Source: an optimization exercise on an open RTL-to-GDS flow (aim: small area). Production flows keep margins and buffers that such runs may drop. Only simulation tests tie the RTL to the original design; equivalence was not proved. Power and IR drop assume default switching activity.

==> inputs of wip/willow <==
## ALU
module ALU(input [7:0] a, b, input [3:0] oper, input clk,
           output reg [7:0] msb, lsb);
clock: 12.5 ns
lec_check: 0
cap_margin: 0
core_margin: 2
core_utilization: 40
cts_buf_list: sky130_fd_sc_hd__clkbuf_4
gpl_timing_driven: 0
setup_slack_margin: -0.5
slew_margin: 0
standard.sh (not shown) runs the stock make flow with config.mk's settings and CLKGATE_MAP_FILE= SYNTH_SCRIPT=/design/flow/synth_recipe.tcl, a recipe that flattens the netlist after the stock synthesis.
==> flow/flow/run.sh <==
#!/bin/bash
# Own flow: the standard synthesis (kept for reference), then the
# hand-built netlist in flow/net.v (same registers, same names) in its place,
# then the standard layout from floorplan to finish. Port buffers are
# buf_1 cells.
set -euo pipefail
R=orfs/results/$FLOW_PLATFORM/ALU/base
bash standard.sh synth > std_synth.log 2>&1
cp $R/1_2_yosys.v std_1_2_yosys.v
cp flow/net.v $R/1_2_yosys.v
touch $R/1_2_yosys.v
bash standard.sh "BUFFER_PORTS_ARGS=-buffer_cell sky130_fd_sc_hd__buf_2" finish > layout.log 2>&1
Other scripts of this flow, unchanged in this note and not shown: flow/flow/net.v
==> inputs of wip/onyx, as changes to wip/willow <==
Settings changed: CORE_UTILIZATION 40 to 65.
==> inputs of wip/yarrow, as changes to wip/willow <==
Settings changed: GPL_TIMING_DRIVEN 0 to not set.
==> inputs of wip/ember, as changes to wip/willow <==
Settings changed: CTS_BUF_LIST sky130_fd_sc_hd__clkbuf_4 to not set, GPL_TIMING_DRIVEN 0 to not set.
==> comparison table <==
Routing usage on met1: wip/willow 26.5%; wip/ember 26.2%; wip/yarrow 26.3%; wip/onyx 40.2%
Max-slew headroom: wip/willow 25.0%; wip/ember 44.5%; wip/yarrow 43.3%; wip/onyx 28.2%
Final HPWL from detailed placement: wip/willow 6.92 mm; wip/ember 7.45 mm; wip/yarrow 7.45 mm; wip/onyx 6.46 mm
Met3 Use GR: wip/willow 0.922%; wip/ember 1.49%; wip/yarrow 1.70%; wip/onyx 0.690%
Met2 Wirelength: wip/willow 4.09 mm; wip/ember 4.42 mm; wip/yarrow 4.43 mm; wip/onyx 3.96 mm
Multi-input logic area: wip/willow 3220 um^2; wip/ember 3230 um^2; wip/yarrow 3230 um^2; wip/onyx 3230 um^2
Height of the die: wip/willow 99.0 um; wip/ember 99.0 um; wip/yarrow 99.0 um; wip/onyx 78.6 um
Share of total power in sequential cells: wip/willow 17.4%; wip/ember 16.5%; wip/yarrow 17.3%; wip/onyx 17.2%
Power in the clock group: wip/willow 0.0273 mW; wip/ember 0.0459 mW; wip/yarrow 0.0287 mW; wip/onyx 0.0235 mW
Maximum number of pins on one net before global-route repair: wip/willow 27; wip/ember 26; wip/yarrow 26; wip/onyx 27
Clk pwr share: wip/willow 7.6%; wip/ember 12.1%; wip/yarrow 8.0%; wip/onyx 6.5%
Area delta synth->final: wip/willow 10.7%; wip/ember 14.1%; wip/yarrow 13.2%; wip/onyx 10.0%
Inserted tap cell count: wip/willow 108; wip/ember 108; wip/yarrow 108; wip/onyx 72
Die Outline Area: wip/willow 9810 um^2; wip/ember 9810 um^2; wip/yarrow 9810 um^2; wip/onyx 6170 um^2
Net count reported at finish: wip/willow 585; wip/ember 596; wip/yarrow 596; wip/onyx 587
Combinational gate power: wip/willow 0.270 mW; wip/ember 0.270 mW; wip/yarrow 0.270 mW; wip/onyx 0.277 mW
Post-Place Setup Slack: wip/willow -92.8 ps; wip/ember -56.5 ps; wip/yarrow -56.5 ps; wip/onyx -87.1 ps
Final worst path period need: wip/willow 11820 ps; wip/ember 11930 ps; wip/yarrow 11940 ps; wip/onyx 11770 ps
Run status: wip/willow finished clean; wip/ember finished clean; wip/yarrow finished clean; wip/onyx finished clean
Most frequent cell on the critical path: wip/willow -; wip/ember o21ai_1; wip/yarrow o21ai_1; wip/onyx -
Critical Path Slowest Stage Cell: wip/willow xnor2_1; wip/ember o21ai_1; wip/yarrow a21oi_1; wip/onyx xor2_1
Ratio of final minimum period to clock period: wip/willow 94.6%; wip/ember 95.4%; wip/yarrow 95.5%; wip/onyx 94.2%
Die Span X: wip/willow 99.0 um; wip/ember 99.0 um; wip/yarrow 99.0 um; wip/onyx 78.6 um
Root cell of the clock tree: wip/willow clkbuf_4; wip/ember clkbuf_8; wip/yarrow clkbuf_4; wip/onyx clkbuf_4

port drivers added, routing unchanged:
In the flow no input, the clock included, has a driving cell. The finished layouts below were timed again as built, in two steps. Step 1 assumes that a clkbuf_16 drives the clock port and a buf_2 every other input. Step 2 also shifts input and output timing later by t, the mid clock arrival at the registers, as if the neighbouring blocks saw the same clock. Three values: ideal, step 1, step 2; two values: the first two.
run	shift t [ns]	setup slack, ns	clock arrival spread, ns
wip/willow	0.309	0.676 / 0.681 / 0.372	0.006 / 0.006
wip/onyx	0.285	0.728 / 0.729 / 0.444	0.001 / 0.002
wip/yarrow	0.319	0.558 / 0.561 / 0.242	0.002 / 0.002
wip/ember	0.279	0.572 / 0.577 / 0.298	0.002 / 0.002
After both steps every run listed still meets setup and hold. The setup slack of wip/yarrow, which loses most, moves by +0.003 ns with the drivers and by -0.316 ns with both steps.
